Source: an optimization exercise on an open RTL-to-GDS flow (aim: small area and a short achievable clock period). Production flows keep margins and buffers that such runs may drop. At most, simulation tests tie the RTL to the original design; equivalence was not proved. No driver is modelled on the clock port, so clocking that relies on it looks cheaper here than on a real chip. Power is estimated from default activity; no workload was simulated.

## delta
==> flow/design.v <==
module sync_fifo (
    input wire clk,
    input wire rst_n,
    input wire wr_en,
    input wire [31:0] data_in,
    output wire full,
    input wire rd_en,
    output wire [31:0] data_out,
    output wire empty
);
  reg [31:0] chain[0:14];  
  reg [31:0] head;         
  reg [15:0] pos;          
  reg empty_r;             
  assign empty = empty_r;
  assign full = pos[15];
  assign data_out = head;
  wire do_w = wr_en & ~pos[15];
  wire m_up = do_w & ~empty_r & ~rd_en;
  wire m_down = rd_en & ~pos[0] & ~do_w;
  always_ff @(posedge clk or negedge rst_n) begin
    if (!rst_n) begin
      pos <= 16'd1;
      empty_r <= 1'b1;
    end else begin
      if (m_up) pos <= {pos[14:0], 1'b0};
      else if (m_down) pos <= {1'b0, pos[15:1]};
      empty_r <= empty_r ? ~wr_en : (pos[0] & rd_en & ~wr_en);
    end
  end
  integer i;
  always_ff @(posedge clk) begin
    if (do_w) begin
      chain[0] <= data_in;
      for (i = 1; i < 15; i = i + 1) chain[i] <= chain[i-1];
    end
  end
  reg [31:0] next_head;
  always @* begin
    next_head = data_in & {32{pos[0]}};
    for (i = 0; i < 15; i = i + 1)
      next_head = next_head | (chain[i] & {32{pos[i+1]}});
  end
  always_ff @(posedge clk) begin
    if (empty_r | rd_en) head <= next_head;
  end
endmodule
export LEC_CHECK = 0
export CAP_MARGIN = 20
export CORE_MARGIN = 2
export CORE_UTILIZATION = 65
export CTS_CLUSTER_DIAMETER = 80
export CTS_CLUSTER_SIZE = 30
export SETUP_SLACK_MARGIN = 2.3
export SLEW_MARGIN = 20
create_clock -name core_clock -period 4.2 [get_ports {clk}]
run.sh (not shown) runs the stock make flow with config.mk's settings and CLKGATE_MAP_FILE= SYNTH_SCRIPT=/design/flow/synth_recipe.tcl, a recipe that flattens the netlist after the stock synthesis.
delta: PASS, flow complete, no timing, DRC or antenna violations
> inputs changed (delta -> alpha)
==> flow/design.v <==
module sync_fifo (
    input wire clk,
    input wire rst_n,
    input wire wr_en,
    input wire [31:0] data_in,
    output wire full,
    input wire rd_en,
    output wire [31:0] data_out,
    output wire empty
);
  reg [31:0] chain[0:14];  
  reg [31:0] head;         
  reg [15:0] pos;          
  reg ne_r;                
  assign empty = ~ne_r;
  assign full = pos[15];
  assign data_out = head;
  wire do_w = wr_en & ~pos[15];
  wire m_up = do_w & ne_r & ~rd_en;
  wire m_down = rd_en & ~pos[0] & ~do_w;
  always_ff @(posedge clk or negedge rst_n) begin
    if (!rst_n) begin
      pos <= 16'd1;
      ne_r <= 1'b0;
    end else begin
      if (m_up) pos <= {pos[14:0], 1'b0};
      else if (m_down) pos <= {1'b0, pos[15:1]};
      ne_r <= ne_r ? ~(pos[0] & rd_en & ~wr_en) : wr_en;
    end
  end
  integer i;
  always_ff @(posedge clk) begin
    if (do_w) begin
      chain[0] <= data_in;
      for (i = 1; i < 15; i = i + 1) chain[i] <= chain[i-1];
    end
  end
  reg [31:0] next_head;
  always @* begin
    next_head = data_in & {32{pos[0]}};
    for (i = 0; i < 15; i = i + 1)
      next_head = next_head | (chain[i] & {32{pos[i+1]}});
  end
  always_ff @(posedge clk) begin
    if (~ne_r | rd_en) head <= next_head;
  end
endmodule
[summary]
- Last weighted congestion value of the routability-driven placer: alpha > delta
- Higher number of vias per cell goes to alpha over delta.
- Status: core region area parity (delta, alpha)
- alpha falls short of delta in die area.
- Comparing alpha with delta, the die width came out essentially unchanged.
- Relative to delta, the internal portion of total power measured on alpha has increased by a few percent.
- On number of gates given a new drive strength after cts, the higher figure sits with alpha, not delta.

* * *

12-04:
Another version of the RTL of sync_fifo (not shown whole).
Size in the first run: roughly 70 I/O pins, roughly 19000 sq um of cells after synthesis.
==> module sync_fifo, before the edit <==
module sync_fifo (
    input wire clk,
    input wire rst_n,
    input wire wr_en,
    input wire [31:0] data_in,
    output wire full,
    input wire rd_en,
    output wire [31:0] data_out,
    output wire empty
);
  reg [31:0] chain[0:14];  
  reg [31:0] head;         
  reg [15:0] pos;          
  reg ne_r;                
  reg ne_o;                
  reg full_o;              
  assign empty = ~ne_o;
  assign full = full_o;
  assign data_out = head;
  wire do_w = wr_en & ~pos[15];
  wire m_up = do_w & ne_r & ~rd_en;
  wire m_down = rd_en & ~pos[0] & ~do_w;
  wire [15:0] pos_next = m_up ? {pos[14:0], 1'b0} : m_down ? {1'b0, pos[15:1]} : pos;
  wire ne_next = ne_r ? ~(pos[0] & rd_en & ~wr_en) : wr_en;
  always_ff @(posedge clk or negedge rst_n) begin
    if (!rst_n) begin
      pos <= 16'd1;
      ne_r <= 1'b0;
      ne_o <= 1'b0;
      full_o <= 1'b0;
    end else begin
      pos <= pos_next;
      ne_r <= ne_next;
      ne_o <= ne_o ? ~(pos[0] & rd_en & ~wr_en) : wr_en;
      full_o <= full_o ? ~rd_en : (pos[14] & wr_en & ~rd_en);
    end
  end
  reg [14:0] ge;           
  integer i;
  always @* begin
    ge[14] = pos[15] | pos[14];
    for (i = 13; i >= 0; i = i - 1) ge[i] = ge[i+1] | pos[i];
  end
  always_ff @(posedge clk) begin
    if (do_w) chain[0] <= data_in;
    for (i = 1; i < 15; i = i + 1)
      if (do_w & ge[i]) chain[i] <= chain[i-1];
  end
  reg [31:0] next_head;
  always @* begin
    next_head = data_in & {32{pos[0]}};
    for (i = 0; i < 15; i = i + 1)
      next_head = next_head | (chain[i] & {32{pos[i+1]}});
  end
  wire take = ~ne_r | rd_en;
  wire keep = ne_o & ~rd_en;
  always_ff @(posedge clk) begin
    head <= (next_head & {32{take}}) | (head & {32{keep}});
  end
endmodule
export LEC_CHECK = 0
export CAP_MARGIN = 20
export CORE_MARGIN = 2
export CORE_UTILIZATION = 65
export CTS_CLUSTER_DIAMETER = 80
export CTS_CLUSTER_SIZE = 30
export PLACE_DENSITY = 0.75
export SETUP_SLACK_MARGIN = 2.3
export SLEW_MARGIN = 20
create_clock -name core_clock -period 4.2 [get_ports {clk}]
standard.sh (not shown) runs the stock make flow with config.mk's settings and CLKGATE_MAP_FILE= SYNTH_SCRIPT=/design/flow/synth_recipe.tcl, a recipe that flattens the netlist after the stock synthesis.
==> flow/flow/run.sh <==
#!/bin/bash
# Standard layout, with one change after clock tree synthesis: the root
# buffer of the clock tree is removed and the clock port drives the next
# level of clock buffers directly (flow/post_cts.tcl); and the port buffers
# are buf_2 cells, which the resizer can size, rather than delay cells.
set -e
cd "$(dirname "$0")/.."
cp standard.sh standard.sh.log.txt 2>/dev/null || true
export POST_CTS_TCL="$PWD/flow/post_cts.tcl"
export BUFFER_PORTS_ARGS="-buffer_cell sky130_fd_sc_hd__buf_2"
bash standard.sh > standard.log 2>&1
==> flow/flow/post_cts.tcl <==
set block [ord::get_db_block]
set root [$block findInst clkbuf_0_clk]
if {$root != "NULL"} {
  set in_net [[$root findITerm A] getNet]
  set out_net [[$root findITerm X] getNet]
  set sinks {}
  foreach it [$out_net getITerms] {
    if {[$it getInst] != $root} { lappend sinks $it }
  }
  if {[llength $sinks] <= 4} {
    foreach it $sinks { $it disconnect; $it connect $in_net }
    odb::dbInst_destroy $root
    odb::dbNet_destroy $out_net
    puts "post_cts: removed clkbuf_0_clk, clock port drives [llength $sinks] buffers"
    estimate_parasitics -placement
    repair_timing_helper
    detailed_placement
  }
}
#### Input delta (08-03 over 12-04)
==> flow/design.v <==
module sync_fifo (
    input wire clk,
    input wire rst_n,
    input wire wr_en,
    input wire [31:0] data_in,
    output wire full,
    input wire rd_en,
    output wire [31:0] data_out,
    output wire empty
);
  reg [31:0] chain[0:14];  
  reg [31:0] head;         
  reg [15:0] pos;          
  reg [15:0] pos_b;        
  reg ne_r;                
  reg ne_o;                
  reg full_o;              
  assign empty = ~ne_o;
  assign full = full_o;
  assign data_out = head;
  wire do_w = wr_en & ~pos[15];
  wire m_up = do_w & ne_r & ~rd_en;
  wire m_down = rd_en & ~pos[0] & ~do_w;
  wire [15:0] pos_next = m_up ? {pos[14:0], 1'b0} : m_down ? {1'b0, pos[15:1]} : pos;
  wire ne_next = ne_r ? ~(pos[0] & rd_en & ~wr_en) : wr_en;
  always_ff @(posedge clk or negedge rst_n) begin
    if (!rst_n) begin
      pos <= 16'd1;
      pos_b <= 16'd1;
      ne_r <= 1'b0;
      ne_o <= 1'b0;
      full_o <= 1'b0;
    end else begin
      pos <= pos_next;
      ne_r <= ne_next;
      ne_o <= ne_o ? ~(pos[0] & rd_en & ~wr_en) : wr_en;
      full_o <= full_o ? ~rd_en : (pos[14] & wr_en & ~rd_en);
      if (m_up) pos_b <= {pos_b[14:0], 1'b0};
      else if (m_down) pos_b <= {1'b0, pos_b[15:1]};
    end
  end
  integer i;
  always_ff @(posedge clk) begin
    if (do_w) begin
      chain[0] <= data_in;
      for (i = 1; i < 15; i = i + 1) chain[i] <= chain[i-1];
    end
  end
  reg [31:0] next_head;
  always @* begin
    next_head[15:0] = data_in[15:0] & {16{pos[0]}};
    next_head[31:16] = data_in[31:16] & {16{pos_b[0]}};
    for (i = 0; i < 15; i = i + 1) begin
      next_head[15:0] = next_head[15:0] | (chain[i][15:0] & {16{pos[i+1]}});
      next_head[31:16] = next_head[31:16] | (chain[i][31:16] & {16{pos_b[i+1]}});
    end
  end
  wire take = ~ne_r | rd_en;
  wire keep = ne_o & ~rd_en;
  always_ff @(posedge clk) begin
    head <= (next_head & {32{take}}) | (head & {32{keep}});
  end
endmodule
==> comparison <==
Count of mapped cells out of synthesis up 34 in 08-03 wrt 12-04
Compared 08-03 vs 12-04, and met2 capacity usage during global routing is down in 08-03.
Across both runs, power attributed to combinational cells was lower for 08-03 than for 12-04.
NOTE: cell depth of the worst setup path in 08-03 falls short of that of 12-04
Diff 12-04 -> 08-03: number of flip-flops and latches in the synthesized netlist shows an increase of 16; design area shows no meaningful change; detailed route wirelength on metal3 shows a reduction of about 27%; total design power shows a reduction of 51%.
Summary of the comparison: net switching fraction of the power is lower in 08-03, relative to 12-04.
Going from 12-04 to 08-03, clock buffer instance count of the final layout grew by a few percent.
08-03 vs. 12-04: x dimension of the die now sits higher, fraction of the core area covered by cells at the end of the flow now sits lower, clock period minus final worst setup slack now sits lower.
Function was not checked in any run of this note: the RTL went through the layout flow alone.

-- afterwards: timing with drivers on the ports --
The flow's constraints put no driver on any port. The routed layouts listed below were extracted and timed again, unchanged, in two steps. Step 1 assumes that a clkbuf_16 drives the clock port and a buf_2 every other input. Step 2, shift: input delay + t, output delay - t, t = (earliest + latest rising clock arrival at the registers) / 2. This alone moves slack from input paths to output paths. Three values: ideal, step 1, step 2; two values: the first two.
run	shift t [ns]	setup WS [ns]	clock arrival spread, ns	pins driven straight from the clock port
delta	0.597	2.143 / 2.090 / 1.814	0.025 / 0.025	1
alpha	0.598	2.179 / 2.125 / 1.822	0.028 / 0.028	1
12-04	0.481	2.265 / 2.265 / 1.853	0.019 / 0.019	2
08-03	0.479	2.309 / 2.244 / 1.896	0.015 / 0.016	2
After both steps setup and hold are still met in every run listed. The setup slack of 08-03, which loses most, moves by -0.065 ns with the drivers and by -0.413 ns with both steps.
